Background: an optimization exercise with open tools, aiming at small area and a short achievable clock period. Do not read the settings as production practice.
No functional check of the RTL was part of any run shown here.
Power figures rest on the tool's default switching activity, not on a simulated workload.

--- flow/flow/run.sh ---
#!/bin/bash
# Layout flow: the standard flow (standard.sh), with its standard synthesis
# unchanged, then the layout steps with a larger setup margin for repair_timing,
# faster port buffers and a smaller clock tree. Each step's full output goes to
# a log in this folder.
set -euo pipefail
bash standard.sh synth > log_synth.txt 2>&1
bash standard.sh SETUP_SLACK_MARGIN=5.5 \
  "BUFFER_PORTS_ARGS=-buffer_cell sky130_fd_sc_hd__buf_2" \
  "CTS_ARGS=-sink_clustering_enable -repair_clock_nets -dont_use_dummy_load -buf_list sky130_fd_sc_hd__clkbuf_8 -sink_clustering_size 36 -sink_clustering_max_diameter 100" \
  finish > log_layout.txt 2>&1
--- flow/standard.sh ---
#!/bin/bash
# synth_recipe.tcl (not shown) runs the flow's synth.tcl, then flattens the netlist and writes it again
# the make line also repeats each setting of config.mk as NAME=value (left out here)
make -C /OpenROAD-flow-scripts/flow DESIGN_CONFIG=/design/flow/config.mk WORK_HOME=/design/flow/orfs CLKGATE_MAP_FILE= SYNTH_SCRIPT=/design/flow/synth_recipe.tcl "${@:-finish}"
--- flow/config.mk ---
export PLATFORM = sky130hd
export DESIGN_NAME = FIR
export DESIGN_NICKNAME = FIR
export VERILOG_FILES = /design/flow/design.v
export SDC_FILE = /design/flow/constraint.sdc
export NUM_CORES = 4
export LEC_CHECK = 0
export ABC_CLOCK_PERIOD_IN_PS = 2000
export CAP_MARGIN = 20
export CORE_MARGIN = 2
export CORE_UTILIZATION = 65
export SLEW_MARGIN = 20
export SYNTH_HIERARCHICAL = 1
--- flow/constraint.sdc ---
create_clock -name core_clock -period 13.0 [get_ports {clk}]
set_input_delay 2.6000 -clock core_clock [delete_from_list [all_inputs] [get_ports {clk}]]
set_output_delay 2.6000 -clock core_clock [all_outputs]
set_load 0.01 [all_outputs]
--- flow/design.v ---
module FIR(Dout, Din, clk, reset);
output	[17:0]	Dout;
input 	[7:0] 	Din;
input 		clk, reset;
reg [7:0] h1, h2, h3, h4, h5, h6, h7;
reg [15:0] R;
wire s1, c1;
HA u1 (.a(~h2[0]), .b(h4[0]), .s(s1), .co(c1));
wire s2, c2;
FA u2 (.a(~h2[1]), .b(h4[1]), .c(c1), .s(s2), .co(c2));
wire s3, c3;
FA u3 (.a(~h2[2]), .b(h4[2]), .c(c2), .s(s3), .co(c3));
wire s4, c4;
FA u4 (.a(~h2[3]), .b(h4[3]), .c(c3), .s(s4), .co(c4));
wire s5, c5;
FA u5 (.a(~h2[4]), .b(h4[4]), .c(c4), .s(s5), .co(c5));
wire s6, c6;
FA u6 (.a(~h2[5]), .b(h4[5]), .c(c5), .s(s6), .co(c6));
wire s7, c7;
FA u7 (.a(~h2[6]), .b(h4[6]), .c(c6), .s(s7), .co(c7));
wire s8, c8;
FA u8 (.a(~h2[7]), .b(h4[7]), .c(c7), .s(s8), .co(c8));
wire s9, c9;
HA u9 (.a(s1), .b(h3[0]), .s(s9), .co(c9));
wire s10, c10;
FA u10 (.a(s2), .b(h3[1]), .c(c9), .s(s10), .co(c10));
wire s11, c11;
FA u11 (.a(s3), .b(h3[2]), .c(c10), .s(s11), .co(c11));
wire s12, c12;
FA u12 (.a(s4), .b(h3[3]), .c(c11), .s(s12), .co(c12));
wire s13, c13;
FA u13 (.a(s5), .b(h3[4]), .c(c12), .s(s13), .co(c13));
wire s14, c14;
FA u14 (.a(s6), .b(h3[5]), .c(c13), .s(s14), .co(c14));
wire s15, c15;
FA u15 (.a(s7), .b(h3[6]), .c(c14), .s(s15), .co(c15));
wire s16, c16;
FA u16 (.a(s8), .b(h3[7]), .c(c15), .s(s16), .co(c16));
wire s17, c17;
HA u17 (.a(c8), .b(c16), .s(s17), .co(c17));
wire s18, c18;
FA u18 (.a(h6[0]), .b(h7[0]), .c(Din[0]), .s(s18), .co(c18));
wire n19 = ~s1;
wire s20, c20;
FA u20 (.a(h6[1]), .b(h7[1]), .c(n19), .s(s20), .co(c20));
wire s21, c21;
FA u21 (.a(s20), .b(Din[1]), .c(c18), .s(s21), .co(c21));
wire n22 = ~h6[2];
wire s23, c23;
FA u23 (.a(h3[0]), .b(h7[2]), .c(n22), .s(s23), .co(c23));
wire n24 = ~s2;
wire s25, c25;
FA u25 (.a(s23), .b(n24), .c(c20), .s(s25), .co(c25));
wire s26, c26;
FA u26 (.a(s25), .b(Din[2]), .c(c21), .s(s26), .co(c26));
wire s27, c27;
FA u27 (.a(h6[3]), .b(h3[1]), .c(h7[3]), .s(s27), .co(c27));
wire s28, c28;
FA u28 (.a(h6[2]), .b(s27), .c(c23), .s(s28), .co(c28));
wire n29 = ~s28;
wire s30, c30;
FA u30 (.a(h7[0]), .b(n29), .c(s3), .s(s30), .co(c30));
wire n31 = ~s30;
wire s32, c32;
FA u32 (.a(c25), .b(n31), .c(Din[3]), .s(s32), .co(c32));
wire s33, c33;
FA u33 (.a(h6[0]), .b(h6[4]), .c(h3[2]), .s(s33), .co(c33));
wire s34, c34;
FA u34 (.a(h7[4]), .b(c27), .c(s33), .s(s34), .co(c34));
wire s35, c35;
FA u35 (.a(c28), .b(s34), .c(s9), .s(s35), .co(c35));
wire s36, c36;
FA u36 (.a(h7[1]), .b(s4), .c(c30), .s(s36), .co(c36));
wire s37, c37;
FA u37 (.a(s35), .b(Din[0]), .c(Din[4]), .s(s37), .co(c37));
wire n38 = ~s36;
wire s39, c39;
FA u39 (.a(n38), .b(c32), .c(s37), .s(s39), .co(c39));
wire s40, c40;
FA u40 (.a(h6[1]), .b(h6[5]), .c(h3[3]), .s(s40), .co(c40));
wire s41, c41;
FA u41 (.a(h1[0]), .b(h5[0]), .c(h7[2]), .s(s41), .co(c41));
wire s42, c42;
FA u42 (.a(h7[5]), .b(c33), .c(s40), .s(s42), .co(c42));
wire s43, c43;
FA u43 (.a(c34), .b(s42), .c(s9), .s(s43), .co(c43));
wire s44, c44;
FA u44 (.a(s10), .b(c35), .c(s43), .s(s44), .co(c44));
wire s45, c45;
FA u45 (.a(s41), .b(s5), .c(c36), .s(s45), .co(c45));
wire s46, c46;
FA u46 (.a(s44), .b(Din[1]), .c(Din[5]), .s(s46), .co(c46));
wire s47, c47;
FA u47 (.a(c37), .b(s46), .c(c39), .s(s47), .co(c47));
wire s48, c48;
FA u48 (.a(h6[2]), .b(h6[6]), .c(h3[4]), .s(s48), .co(c48));
wire s49, c49;
FA u49 (.a(h1[1]), .b(h5[1]), .c(h7[3]), .s(s49), .co(c49));
wire s50, c50;
FA u50 (.a(h7[6]), .b(c40), .c(s48), .s(s50), .co(c50));
wire n51 = ~c42;
wire s52, c52;
FA u52 (.a(c41), .b(s49), .c(n51), .s(s52), .co(c52));
wire s53, c53;
FA u53 (.a(s50), .b(s10), .c(c43), .s(s53), .co(c53));
wire s54, c54;
FA u54 (.a(s11), .b(c44), .c(s53), .s(s54), .co(c54));
wire s55, c55;
FA u55 (.a(s52), .b(s6), .c(c45), .s(s55), .co(c55));
wire s56, c56;
FA u56 (.a(s54), .b(Din[2]), .c(Din[6]), .s(s56), .co(c56));
wire n57 = ~s55;
wire s58, c58;
FA u58 (.a(n57), .b(c46), .c(s56), .s(s58), .co(c58));
wire s59, c59;
FA u59 (.a(h6[3]), .b(h6[7]), .c(h3[5]), .s(s59), .co(c59));
wire s60, c60;
FA u60 (.a(h1[2]), .b(h5[2]), .c(h7[4]), .s(s60), .co(c60));
wire s61, c61;
FA u61 (.a(h7[7]), .b(c48), .c(s59), .s(s61), .co(c61));
wire s62, c62;
FA u62 (.a(c49), .b(s60), .c(c52), .s(s62), .co(c62));
wire s63, c63;
FA u63 (.a(c50), .b(s61), .c(s11), .s(s63), .co(c63));
wire s64, c64;
FA u64 (.a(c53), .b(s12), .c(c54), .s(s64), .co(c64));
wire s65, c65;
FA u65 (.a(s63), .b(Din[3]), .c(Din[7]), .s(s65), .co(c65));
wire s66, c66;
FA u66 (.a(s62), .b(s7), .c(c55), .s(s66), .co(c66));
wire s67, c67;
FA u67 (.a(s64), .b(c56), .c(s65), .s(s67), .co(c67));
wire n68 = ~s66;
wire s69, c69;
FA u69 (.a(n68), .b(c58), .c(s67), .s(s69), .co(c69));
wire s70, c70;
FA u70 (.a(h1[3]), .b(h5[3]), .c(h7[5]), .s(s70), .co(c70));
wire s71, c71;
FA u71 (.a(h6[4]), .b(h3[6]), .c(c59), .s(s71), .co(c71));
wire n72 = ~c61;
wire s73, c73;
FA u73 (.a(c60), .b(s70), .c(n72), .s(s73), .co(c73));
wire s74, c74;
FA u74 (.a(s71), .b(c63), .c(s12), .s(s74), .co(c74));
wire s75, c75;
FA u75 (.a(Din[4]), .b(s13), .c(c64), .s(s75), .co(c75));
wire s76, c76;
FA u76 (.a(s74), .b(c65), .c(s75), .s(s76), .co(c76));
wire s77, c77;
FA u77 (.a(s73), .b(c62), .c(s8), .s(s77), .co(c77));
wire s78, c78;
FA u78 (.a(c67), .b(s76), .c(c69), .s(s78), .co(c78));
wire n79 = ~s78;
wire s80, c80;
FA u80 (.a(c66), .b(s77), .c(n79), .s(s80), .co(c80));
wire s81, c81;
FA u81 (.a(h1[4]), .b(h5[4]), .c(h7[6]), .s(s81), .co(c81));
wire s82, c82;
FA u82 (.a(h6[5]), .b(c70), .c(s81), .s(s82), .co(c82));
wire n83 = ~s82;
wire s84, c84;
FA u84 (.a(h3[7]), .b(c71), .c(n83), .s(s84), .co(c84));
wire s85, c85;
FA u85 (.a(s84), .b(Din[5]), .c(s13), .s(s85), .co(c85));
wire s86, c86;
FA u86 (.a(c74), .b(s14), .c(c75), .s(s86), .co(c86));
wire s87, c87;
FA u87 (.a(s85), .b(c76), .c(s86), .s(s87), .co(c87));
wire s88, c88;
FA u88 (.a(c73), .b(c8), .c(c77), .s(s88), .co(c88));
wire n89 = ~s88;
wire s90, c90;
FA u90 (.a(s87), .b(n89), .c(c78), .s(s90), .co(c90));
wire s91, c91;
FA u91 (.a(h1[5]), .b(h5[5]), .c(h7[7]), .s(s91), .co(c91));
wire s92, c92;
FA u92 (.a(c81), .b(s91), .c(c82), .s(s92), .co(c92));
wire s93, c93;
FA u93 (.a(h6[6]), .b(h6[5]), .c(c84), .s(s93), .co(c93));
wire n94 = ~s92;
wire s95, c95;
FA u95 (.a(n94), .b(s93), .c(Din[6]), .s(s95), .co(c95));
wire s96, c96;
FA u96 (.a(s95), .b(c85), .c(s14), .s(s96), .co(c96));
wire s97, c97;
FA u97 (.a(s15), .b(c86), .c(s96), .s(s97), .co(c97));
wire n98 = ~c88;
wire s99, c99;
FA u99 (.a(c87), .b(s97), .c(n98), .s(s99), .co(c99));
wire s100, c100;
FA u100 (.a(h1[6]), .b(h5[6]), .c(h6[7]), .s(s100), .co(c100));
wire s101, c101;
FA u101 (.a(c91), .b(s100), .c(c92), .s(s101), .co(c101));
wire s102, c102;
FA u102 (.a(c93), .b(Din[7]), .c(c95), .s(s102), .co(c102));
wire s103, c103;
FA u103 (.a(s102), .b(c96), .c(s15), .s(s103), .co(c103));
wire s104, c104;
FA u104 (.a(s16), .b(c97), .c(s103), .s(s104), .co(c104));
wire n105 = ~s101;
wire s106, c106;
FA u106 (.a(n105), .b(s104), .c(c99), .s(s106), .co(c106));
wire n107 = ~h5[7];
wire s108, c108;
FA u108 (.a(n107), .b(h6[7]), .c(h1[7]), .s(s108), .co(c108));
wire n109 = ~s108;
wire s110, c110;
FA u110 (.a(c100), .b(n109), .c(c101), .s(s110), .co(c110));
wire s111, c111;
FA u111 (.a(c102), .b(s16), .c(c103), .s(s111), .co(c111));
wire s112, c112;
FA u112 (.a(c104), .b(s111), .c(s17), .s(s112), .co(c112));
wire n113 = ~s110;
wire s114, c114;
FA u114 (.a(n113), .b(c106), .c(s112), .s(s114), .co(c114));
wire n115 = ~c110;
wire s116, c116;
FA u116 (.a(h1[7]), .b(c108), .c(n115), .s(s116), .co(c116));
wire s117, c117;
FA u117 (.a(s116), .b(c111), .c(s17), .s(s117), .co(c117));
wire s118, c118;
FA u118 (.a(c17), .b(c112), .c(s117), .s(s118), .co(c118));
wire s119, c119;
FA u119 (.a(h1[7]), .b(c116), .c(c17), .s(s119), .co(c119));
wire s120, c120;
FA u120 (.a(c117), .b(s119), .c(c118), .s(s120), .co(c120));
wire s121, c121;
FA u121 (.a(h1[7]), .b(c119), .c(c120), .s(s121), .co(c121));
wire n122 = c26 ^ s32;
wire n123 = c26 & s32;
wire n124 = ~s45 ^ s47;
wire n125 = ~s45 & s47;
wire n126 = c47 ^ s58;
wire n127 = c47 & s58;
wire n128 = ~c80 ^ s90;
wire n129 = ~c80 & s90;
wire n130 = c90 ^ s99;
wire n131 = c90 & s99;
wire n132 = c114 ^ s118;
wire n133 = c114 & s118;
wire n134 = s21 & s18;
wire n135 = n122 & s26;
wire n136 = n124 & s39;
wire n137 = s69 & n127;
wire n138 = s69 & n126;
wire n139 = n128 & ~s80;
wire n140 = s106 & n131;
wire n141 = s106 & n130;
wire n142 = n132 & s114;
wire n143 = s121 & s120;
wire n144 = s26 & n134;
wire n145 = n135 & n134;
wire n146 = n127 | (n126 & n125);
wire n147 = n126 & n136;
wire n148 = n137 | (n138 & n125);
wire n149 = n138 & n136;
wire n150 = n131 | (n130 & n129);
wire n151 = n130 & n139;
wire n152 = n140 | (n141 & n129);
wire n153 = n141 & n139;
wire n154 = s120 & n133;
wire n155 = s120 & n142;
wire n156 = n143 & n133;
wire n157 = n143 & n142;
wire n158 = s39 & n123;
wire n159 = s39 & n145;
wire n160 = n125 | (n136 & n123);
wire n161 = n136 & n145;
wire n162 = n146 | (n147 & n123);
wire n163 = n147 & n145;
wire n164 = n148 | (n149 & n123);
wire n165 = n149 & n145;
wire n166 = s114 & n152;
wire n167 = s114 & n153;
wire n168 = n133 | (n142 & n152);
wire n169 = n142 & n153;
wire n170 = n154 | (n155 & n152);
wire n171 = n155 & n153;
wire n172 = n156 | (n157 & n152);
wire n173 = n157 & n153;
wire n174 = ~s80 & n164;
wire n175 = ~s80 & n165;
wire n176 = n129 | (n139 & n164);
wire n177 = n139 & n165;
wire n178 = n150 | (n151 & n164);
wire n179 = n151 & n165;
wire n180 = n152 | (n153 & n164);
wire n181 = n153 & n165;
wire n182 = n166 | (n167 & n164);
wire n183 = n167 & n165;
wire n184 = n168 | (n169 & n164);
wire n185 = n169 & n165;
wire n186 = n170 | (n171 & n164);
wire n187 = n171 & n165;
wire n188 = n172 | (n173 & n164);
wire n189 = n173 & n165;
wire n190 = s39 ^ n123;
wire n191 = n124 ^ n158;
wire n192 = n126 ^ n160;
wire n193 = s69 ^ n162;
wire n194 = ~s80 ^ n164;
wire n195 = n128 ^ n174;
wire n196 = n130 ^ n176;
wire n197 = s106 ^ n178;
wire n198 = s114 ^ n180;
wire n199 = n132 ^ n182;
wire n200 = s120 ^ n184;
wire n201 = s121 ^ n186;
wire [15:0] Rn = {n201, n200, n199, n198, n197, n196, n195, n194, n193, n192, n191, n190, n122, s26, s21, s18};
wire [15:0] y;
FIR_dout udout (.R(R), .Din(Din), .y(y));
always @(posedge clk)
begin
	if (reset)
	begin
		h1 <= 8'hff;
		h2 <= 8'hff;
		h3 <= 8'h00;
		h4 <= 8'h00;
		h5 <= 8'hff;
		h6 <= 8'h00;
		h7 <= 8'hff;
		R <= 16'd65281;
	end
	else
	begin
		h1 <= ~Din;
		h2 <= h1;
		h3 <= ~h2;
		h4 <= h3;
		h5 <= ~h4;
		h6 <= ~h5;
		h7 <= ~h6;
		R <= Rn;
	end
end
assign Dout = {2'b00, y};
endmodule
module FIR_dout(input [15:0] R, input [7:0] Din, output [15:0] y);
assign y = R + {5'b0, Din, 3'b0} + {8'b0, ~Din};
endmodule
module FA(input a, input b, input c, output s, output co);
assign s = a ^ b ^ c;
assign co = (a & b) | (a & c) | (b & c);
endmodule
module HA(input a, input b, output s, output co);
assign s = a ^ b;
assign co = a & b;
endmodule
==> summary.txt, run 1 <==
Floorplanning
  – Core area: 0.007331 mm2
  – Die height: 91.50 um
  – Die Wd: 91.50 um
  – IO Count: 28
  – Die area: 0.008371 mm2
  – Site Rows: 31
  – Initial Utilization: 0.6788

Layout
  – FF/Latch Area: 0.001441 mm2
  – Commonest non-fill, non-tap cell in the layout: fa_1
  – Final instance area: 0.005316 mm2
  – Net total in the final layout: between 500 and 600
  – Fillers: ~540
  – Share of layout cells above drive strength 1: 0.1193
  – # diodes: 0
  – Area growth from synthesis to layout: 6.839%
  – Footprint of the multi-input gates: 0.003341 mm2
  – Most frequent cells in the layout: 104 x fa_1, 72 x dfxtp_1, 42 x inv_1, 34 x nand2_1, 28 x ha_1

Critical path
  – Crit Reg-Reg Endpoint: R[15]$_SDFF_PP1_
  – FF-to-FF setup slack: 6.01 ns
  – Crit Path Max Fanout: 5
  – Critical Path AT: roughly 4.8 ns
  – Critical Path RT: 10.40 ns
  – Worst Setup End Kind: output pin
  – R2R depth: 16
  – Crit start category: input pin
  – CP Class: input pin to output pin
  – Reg2reg start: h6[5]$_SDFF_PP0_

Synth
  – Post-Synth Simple-Gate Area: 0.08725
  – Post-synthesis cell count: just over 400
  – Top FF cell, synth: dfxtp_1
  – Syn. warnings: 7
  – Post-synth EDFFs: 0
  – Post-synth cell types: 41
  – Synth Area in Compound Gates: 0.05834
  – Largest family of logic cells by synthesized area: adder cells
  – Syn Area/Cell: between 10 and 15 um2
  – Mapped Area: ~0.0050 mm2
  – Synth Area in XOR/XNOR: 0.03168
  – Multiplexer area fraction after synthesis: 0.002012
  – Seq cells post-synth: 72
  – Post-Synth Adder-Cell Area: 0.4888
  – FFs w/ async S/R, synth: 0
  – Post-synthesis sequential area ratio: 0.2897

Detailed routing
  – DR vias/cell: ~5.3
  – DR WL/cell: 15.91 um
  – DRT iter0 DRCs: 123
  – DRT Wirelength: 8513 um
  – Via count: 2856
  – Routed Antenna Nets: 0
  – # DRC: 0
  – DR pass1 iterations: 6

Timing
  – Clock skew: 0.03255 ns
  – FMAX: 135.2 MHz
  – Final period util: 0.5689
  – Fin crit period: ~7.4 ns
  – Setup TNS: 0 ns
  – Final Slew Violations: 0
  – Final setup vio count: 0
  – RSZ-0062 raised after global routing: yes
  – Slew @ Worst Pin: 0.7655 ns
  – Rel. slew slack: 0.4896
  – Final Hold Fails: 0

Power and ir drop
  – NetSw: 0.4348 mW
  – Clock power frac: 0.125
  – Leak: 2.373 nW
  – Reg power frac: 0.243
  – Comb power frac: 0.632
  – Internal power: approximately 0.63 mW
  – Worst vdd ir: 0.00009616 V
  – Sw Ratio: 0.4095
  – PwrDens: approximately 200 mW/mm2

Place
  – GPL Wtd Cong: 0.8320
  – IO buf count: 25
  – DP Area: around 0.0052 mm2
  – DP Wirelength: 7125 um

Job
  – Total of max-cap violations: 0

Status
  – Status: timing/DRC/antenna clean

Worst hold path
  – Hold path depth: 1
  – Worst hold endpoint: h5[0]$_SDFF_PP1_
  – Hold wc startpoint: h4[0]$_SDFF_PP0_
  – Hold Crit Class: register to register

Clock network
  – CTS max path bufs: 2
  – CTS root buf: clkbuf_8
  – Skew-Pair Late Insertion Delay: approximately 0.35 ns
  – Clock transition at path regs: around 0.050 ns
  – Post-CTS Setup Inserts: 0
  – Clk sink count: between 70 and 80
  – CTS Hold Bufs: 0
  – TritonCTS clock tree: built
  – H-tree Lvls: 3
  – Post-cts resize count: 0
  – TritonCTS buffer count: 9

Global route
  – First-pass GRT wire length: 14310 um
  – Vias in the first global route: between 3k and 4k
  – Initial antenna violation count: 0
  – GRT Total Usage: 0.2273
  – Pin count of the biggest net entering global routing: 45
  – GRT Residual Overflow: 0
[stage by stage]
| stage | setup slack, ns | cells | hold slack [ns] | utilization | power, mW |
|---|---|---|---|---|---|
| 2_1_floorplan | 6.007 | 412 | 0.3617 | - | 0.7984 |
| 3_5_place_dp | 5.567 | 526 | 0.3731 | 0.7071 | 0.9373 |
| 5_1_grt | 5.492 | 535 | 0.3905 | 0.7252 | 1.164 |
| 6_report | 5.605 | 535 | 0.3818 | 0.7252 | 1.062 |
| 3_3_place_gp | 5.615 | 526 | 0.3655 | 0.7071 | 0.9164 |
| 4_1_cts | 5.561 | 535 | 0.3859 | 0.7240 | 1.072 |
[final cells by class]
| type | instances | share of cell area |
|---|---|---|
| inverters | 43 | 0.03036 |
| multi-input cells | 287 | 0.6284 |
| repair buffers | 25 | 0.02353 |
| well taps | 99 | 0.02330 |
| flip-flops and latches | 72 | 0.2711 |
| clock buffers | 9 | 0.02330 |
[synthesized netlist by cell type (2+ instances only)]
cell | count | area [um2]
inv_1 | 42 | 157.7
dfxtp_1 | 72 | 1441
fa_1 | 104 | 2082
nor2_1 | 24 | 90.09
nand2_1 | 34 | 127.6
nor2b_1 | 14 | 87.58
o211ai_1 | 2 | 15.01
a211oi_1 | 3 | 22.52
clkbuf_1 | 7 | 26.28
a31oi_1 | 2 | 12.51
xnor2_1 | 6 | 52.55
xor2_1 | 12 | 105.1
o21ai_0 | 3 | 15.01
or2_1 | 2 | 12.51
o21ai_1 | 5 | 25.02
buf_4 | 2 | 15.01
or2_2 | 8 | 50.05
and3_1 | 2 | 12.51
a21oi_1 | 14 | 70.07
ha_1 | 28 | 350.3
nand3_1 | 5 | 25.02
[power groups by stage]
stage | Clock, mW | Combinational (mW) | Sequential (mW)
global placement | 0 | 0.654 | 0.263
detailed placement | 0 | 0.674 | 0.263
finish | 0.133 | 0.671 | 0.258
CTS | 0.138 | 0.676 | 0.259
global route | 0.145 | 0.757 | 0.261
floorplan | 0 | 0.538 | 0.260
[sequential cells by signal, indices dropped and copies added, names as in the netlist]
register,count
h1,8
h2,8
h7,8
h3,8
h6,8
h4,8
h5,8
R,16
[kinds of logic (layout without fill, tap and decap cells)]
family | after synthesis | after routing
xor+xnor | 18 | 18
other cells | 1 | 2
fa+ha+maj | 132 | 132
compound gates | 41 | 41
flops | 72 | 72
simple gates | 93 | 93
mux | 1 | 1
buf+inv | 53 | 77
[worst max-delay path, stage by stage]
cell,delay [ns]
buf_2,0.19
inv_1,0.08
fa_1,0.44
ha_1,0.38
a21oi_1,0.28
o21ai_1,0.16
a21oi_1,0.24
o21ai_0,0.13
xor2_1,0.16
buf_2,0.14
[modules after synthesis (local to each module, per instance)]
module    cells inside  cell area [um2]  flops+latches
FIR_dout            92            734.5              0
FA                   1            20.02              0
FIR                218             2242             72
HA                   1            12.51              0
[worst max path at each step]
stage	from	cells after the start	slack, ns	to
floorplan	Din[1]	9	6.01	Dout[11]
detailed placement	Din[1]	11	5.57	Dout[11]
CTS	Din[1]	11	5.56	Dout[11]
finish	Din[5]	10	5.60	Dout[9]
global route	Din[1]	11	5.49	Dout[9]
global placement	Din[1]	11	5.61	Dout[11]
[metal layers]
metal | track usage | vias up | wire [um]
li1 | - | 1337 | -
met1 | 0.2989 | 1460 | 3831
met2 | 0.3854 | 48 | 4297
met3 | 0.02739 | 11 | 202
met4 | 0.09343 | 0 | 182
met5 | 0 | - | 0
==> run 2: changes to the inputs <==
--- a/flow/design.v
+++ b/flow/design.v
@@ -6,19 +6,19 @@
 reg [15:0] R;
 wire s1, c1;
-HA u1 (.a(~h2[0]), .b(h4[0]), .s(s1), .co(c1));
+HA u1 (.a(h2[0]), .b(h4[0]), .s(s1), .co(c1));
 wire s2, c2;
-FA u2 (.a(~h2[1]), .b(h4[1]), .c(c1), .s(s2), .co(c2));
+FA u2 (.a(h2[1]), .b(h4[1]), .c(c1), .s(s2), .co(c2));
 wire s3, c3;
-FA u3 (.a(~h2[2]), .b(h4[2]), .c(c2), .s(s3), .co(c3));
+FA u3 (.a(h2[2]), .b(h4[2]), .c(c2), .s(s3), .co(c3));
 wire s4, c4;
-FA u4 (.a(~h2[3]), .b(h4[3]), .c(c3), .s(s4), .co(c4));
+FA u4 (.a(h2[3]), .b(h4[3]), .c(c3), .s(s4), .co(c4));
 wire s5, c5;
-FA u5 (.a(~h2[4]), .b(h4[4]), .c(c4), .s(s5), .co(c5));
+FA u5 (.a(h2[4]), .b(h4[4]), .c(c4), .s(s5), .co(c5));
 wire s6, c6;
-FA u6 (.a(~h2[5]), .b(h4[5]), .c(c5), .s(s6), .co(c6));
+FA u6 (.a(h2[5]), .b(h4[5]), .c(c5), .s(s6), .co(c6));
 wire s7, c7;
-FA u7 (.a(~h2[6]), .b(h4[6]), .c(c6), .s(s7), .co(c7));
+FA u7 (.a(h2[6]), .b(h4[6]), .c(c6), .s(s7), .co(c7));
 wire s8, c8;
-FA u8 (.a(~h2[7]), .b(h4[7]), .c(c7), .s(s8), .co(c8));
+FA u8 (.a(h2[7]), .b(h4[7]), .c(c7), .s(s8), .co(c8));
 wire s9, c9;
 HA u9 (.a(s1), .b(h3[0]), .s(s9), .co(c9));
@@ -315,5 +315,5 @@
 	begin
 		h1 <= 8'hff;
-		h2 <= 8'hff;
+		h2 <= 8'h00;
 		h3 <= 8'h00;
 		h4 <= 8'h00;
@@ -326,6 +326,6 @@
 	begin
 		h1 <= ~Din;
-		h2 <= h1;
-		h3 <= ~h2;
+		h2 <= ~h1;
+		h3 <= h2;
 		h4 <= h3;
 		h5 <= ~h4;
@@ -338,5 +338,37 @@
 endmodule
 module FIR_dout(input [15:0] R, input [7:0] Din, output [15:0] y);
-assign y = R + {5'b0, Din, 3'b0} + {8'b0, ~Din};
+wire n202 = ~Din[0];
+wire s203, c203;
+HA u203 (.a(R[0]), .b(n202), .s(s203), .co(c203));
+wire n204 = ~Din[1];
+wire s205, c205;
+HA u205 (.a(R[1]), .b(n204), .s(s205), .co(c205));
+wire n206 = ~Din[2];
+wire s207, c207;
+HA u207 (.a(R[2]), .b(n206), .s(s207), .co(c207));
+wire n208 = ~Din[3];
+wire s209, c209;
+FA u209 (.a(R[3]), .b(Din[0]), .c(n208), .s(s209), .co(c209));
+wire n210 = ~Din[4];
+wire s211, c211;
+FA u211 (.a(R[4]), .b(Din[1]), .c(n210), .s(s211), .co(c211));
+wire n212 = ~Din[5];
+wire s213, c213;
+FA u213 (.a(R[5]), .b(Din[2]), .c(n212), .s(s213), .co(c213));
+wire n214 = ~Din[6];
+wire s215, c215;
+FA u215 (.a(R[6]), .b(Din[3]), .c(n214), .s(s215), .co(c215));
+wire n216 = ~Din[7];
+wire s217, c217;
+FA u217 (.a(R[7]), .b(Din[4]), .c(n216), .s(s217), .co(c217));
+wire s218, c218;
+HA u218 (.a(R[8]), .b(Din[5]), .s(s218), .co(c218));
+wire s219, c219;
+HA u219 (.a(R[9]), .b(Din[6]), .s(s219), .co(c219));
+wire s220, c220;
+HA u220 (.a(R[10]), .b(Din[7]), .s(s220), .co(c220));
+wire [15:0] ya = {R[15], R[14], R[13], R[12], R[11], s220, s219, s218, s217, s215, s213, s211, s209, s207, s205, s203};
+wire [15:0] yb = {1'b0, 1'b0, 1'b0, 1'b0, c220, c219, c218, c217, c215, c213, c211, c209, c207, c205, c203, 1'b0};
+assign y = ya + yb;
 endmodule
 module FA(input a, input b, input c, output s, output co);
==> run 2 against run 1 <==
  * Still clean on timing, DRC and antenna
  * Setup slack improved by 0.051 ns
  * Clock skew increased by 0.0081 ns
  * Hold slack improved by 0.0035 ns
  * Synthesized cell count is 2.2% higher
  * Largest power group unchanged
==> summary.txt, run 2 <==
Layout
  – Most frequent cells in the layout: 104 x fa_1, 72 x dfxtp_1, 34 x inv_1, 33 x nand2_1, 27 x ha_1
  – # diodes: 0
  – Area growth from synthesis to layout: 6.093%
  – Fillers: 571
  – Max FFs per register: 16
  – Non-filler instance count after layout: 543
  – Share of layout cells above drive strength 1: 0.1179
  – Most flop-heavy register: R
  – Net total in the final layout: 585
  – Commonest non-fill, non-tap cell in the layout: fa_1

Critical path
  – Critical Path RT: about 10 ns
  – CP Class: input pin to output pin
  – Crit Path Max Fanout: 5
  – Critical Path AT: 4.74 ns
  – Worst Setup End Kind: output pin
  – Crit start category: input pin

Clock network
  – Post-cts resize count: 0
  – TritonCTS buffer count: 9
  – H-tree Lvls: 3
  – CTS root buf: clkbuf_8
  – TritonCTS clock tree: built
  – Clk sink count: 72
  – CTS Hold Bufs: 0
  – Clock transition at path regs: 0.07 ns
  – CTS max path bufs: 2
  – Skew-Pair Late Insertion Delay: 0.36 ns
  – Post-CTS Setup Inserts: 0

Place
  – IO buf count: 25
  – Place WS: 5.632 ns
  – GPL Wtd Cong: 0.8128
  – # placed instances: ~530
  – DP Wirelength: 6999 um

Synth
  – Top FF cell, synth: dfxtp_1
  – Mapped Area: 0.005092 mm2
  – Post-synth cell types: 49
  – Area leader, netlist: fa_1
  – Post-synth EDFFs: 0
  – Syn Area/Cell: ~12 um2
  – Synth top area share: 0.4088
  – Syn. warnings: 7
  – Seq cells post-synth: about 70
  – Ranking of synthesized cells by area: fa_1 41%, dfxtp_1 28%, ha_1 6.9%, nor2b_1 2.8%, inv_1 2.5%
  – Commonest cells post-synth: 104 x fa_1, 72 x dfxtp_1, 34 x inv_1, 33 x nand2_1, 28 x ha_1
  – FFs w/ async S/R, synth: 0
  – Post-synthesis cell count: 420
  – Post-synthesis sequential area ratio: 0.2830
  – Most numerous cell in the Yosys netlist: fa_1

Global route
  – GRT Total Usage: 0.2347
  – Initial antenna violation count: 0
  – Vias in the first global route: 3125
  – GRT Residual Overflow: 0
  – First-pass GRT wire length: between 15000 and 20000 um
  – Pin count of the biggest net entering global routing: 45

Timing
  – Fin crit period: 7.344 ns
  – FMAX: 136.2 MHz
  – Hold slack: 0.3853 ns
  – Final Hold Fails: 0
  – Final Slew Violations: 0
  – PnR worst setup slack: 5.656 ns
  – Slew @ Worst Pin: ~0.8 ns
  – RSZ-0062 raised after global routing: no
  – Rel. slew slack: 0.4636
  – Final period util: 0.5649
  – Clock skew: roughly 0.041 ns
  – Final setup vio count: 0
  – Setup TNS: 0 ns

Worst hold path
  – Hold Crit Class: register to register

Detailed routing
  – DR vias/cell: 5.293
  – DRT Wirelength: 8501 um
  – Routed Antenna Nets: 0
  – DR pass1 iterations: 4
  – Via count: roughly 2.9k
  – # DRC: 0
  – DRT iter0 DRCs: 88
  – DR WL/cell: 15.66 um

Floorplanning
  – Initial Utilization: 0.6659
  – Die height: ~93 um
  – Die Wd: 92.51 um
  – Site Rows: 32
  – Core area: 0.007647 mm2
  – Die area: 0.008558 mm2
  – IO Count: 28

Power and ir drop
  – Worst vdd ir: 0.0001057 V
  – Leak: 2.354 nW
  – Pwr Total: 1.091 mW
  – PwrDens: 202.0 mW/mm2

Status
  – Status: timing/DRC/antenna clean

Job
  – Total of max-cap violations: 0
-- run 2: path summary, 6_finish.rpt --
path	startpoint	to	slack (ns)	depth (start not counted)
min reg2reg	h4[0]$_SDFF_PP0_	h5[0]$_SDFF_PP1_	0.39	1
max	Din[1]	Dout[11]	5.66	11
min	h4[0]$_SDFF_PP0_	h5[0]$_SDFF_PP1_	0.39	1
max reg2reg	h6[5]$_SDFF_PP0_	R[15]$_SDFF_PP1_	6.11	16
-- run 2: cells by family (layout without fill, tap and decap cells) --
kind of cell / count (synthesis) / after routing / synth area share
buffers and inverters: 49 / 69 / 0.04078
muxes: 2 / 2 / 0.003931
other: 1 / 2 / 0.0007364
AOI/OAI and AO/OA: 42 / 42 / 0.06216
DFF: 72 / 72 / 0.2830
and+or+nand+nor: 106 / 106 / 0.1042
xor gates and xnor gates: 16 / 16 / 0.02752
adders and majority gates: 132 / 132 / 0.4776
-- run 2: cell type report --
cell class | instances | area, um2 | area share
timing repair buffer | 25 | 125.1 | 0.02316
multi-input combinational | 300 | 3453 | 0.6392
sequential | 72 | 1441 | 0.2668
clock buffer | 9 | 123.9 | 0.02293
tap | 102 | 127.6 | 0.02362
inverter | 35 | 131.4 | 0.02432
-- run 2: Yosys stat by module, one instance, submodules excluded --
module / flip-flops and latches / cells / times used / cell area [um2]
FA: 0 / 1 / 103 / 20.02
FIR: 72 / 210 / 1 / 2213
FIR_dout: 0 / 98 / 1 / 704.4
HA: 0 / 1 / 9 / 12.51
-- run 2: worst max-delay path: stages --
cell	delay (ns)
buf_2	0.17
inv_1	0.06
ha_1	0.27
ha_1	0.22
fa_1	0.48
a21oi_2	0.23
o211ai_2	0.12
o2111ai_2	0.13
a32oi_1	0.16
xor2_1	0.16
buf_2	0.14
-- run 2: through the flow --
stage	cell area, um2	utilization
global placement	5273	0.6895
CTS	5396	0.7057
finish	5403	0.7065
floorplan	5096	-
detailed placement	5273	0.6895
global route	5403	0.7065
-- run 2: power by group --
| part | switching (mW) | leakage (nW) | internal (mW) | total (mW) |
|---|---|---|---|---|
| Combinational | 0.361 | 1.70 | 0.334 | 0.696 |
| Sequential | 0.0155 | 0.590 | 0.245 | 0.261 |
| Clock | 0.0727 | 0.0647 | 0.0616 | 0.134 |
-- run 2: layer usage --
metal	routed length (um)	GRT usage	share of wire
met1	3949	0.3174	0.46
met2	4047	0.3790	0.48
met3	297	0.05452	0.035
met4	206	0.07960	0.024
met5	0	0	0

## re-timing with driven ports
Ports are ideal in the flow. The routed layouts listed here were re-timed in OpenROAD. Step 1 sets driving cells, clkbuf_16 on the clock port and buf_2 on the other inputs (assumed; they add their load-dependent delay and slew). Step 2 times the ports against the registers' clock, not the clock port: input delays grow and output delays shrink by t, the midpoint of the rising clock arrivals with the driver on. Slacks: ideal / step 1 / step 2; pairs: ideal / step 1.
| run | t, ns | slack for setup (ns) | hold slack, ns | worst data-port slew with drivers (ns) | pins driven straight from the clock port |
|---|---|---|---|---|---|
| run 1 | 0.367 | 5.605 / 5.584 / 5.584 | 0.382 / 0.382 / 0.382 | 0.03 | 1 |
| run 2 | 0.374 | 5.656 / 5.634 / 5.634 | 0.385 / 0.385 / 0.385 | 0.03 | 1 |
After both steps every run listed still meets setup and hold. The setup slack of run 2, which loses most, moves by -0.022 ns with the drivers and by -0.022 ns with both steps.
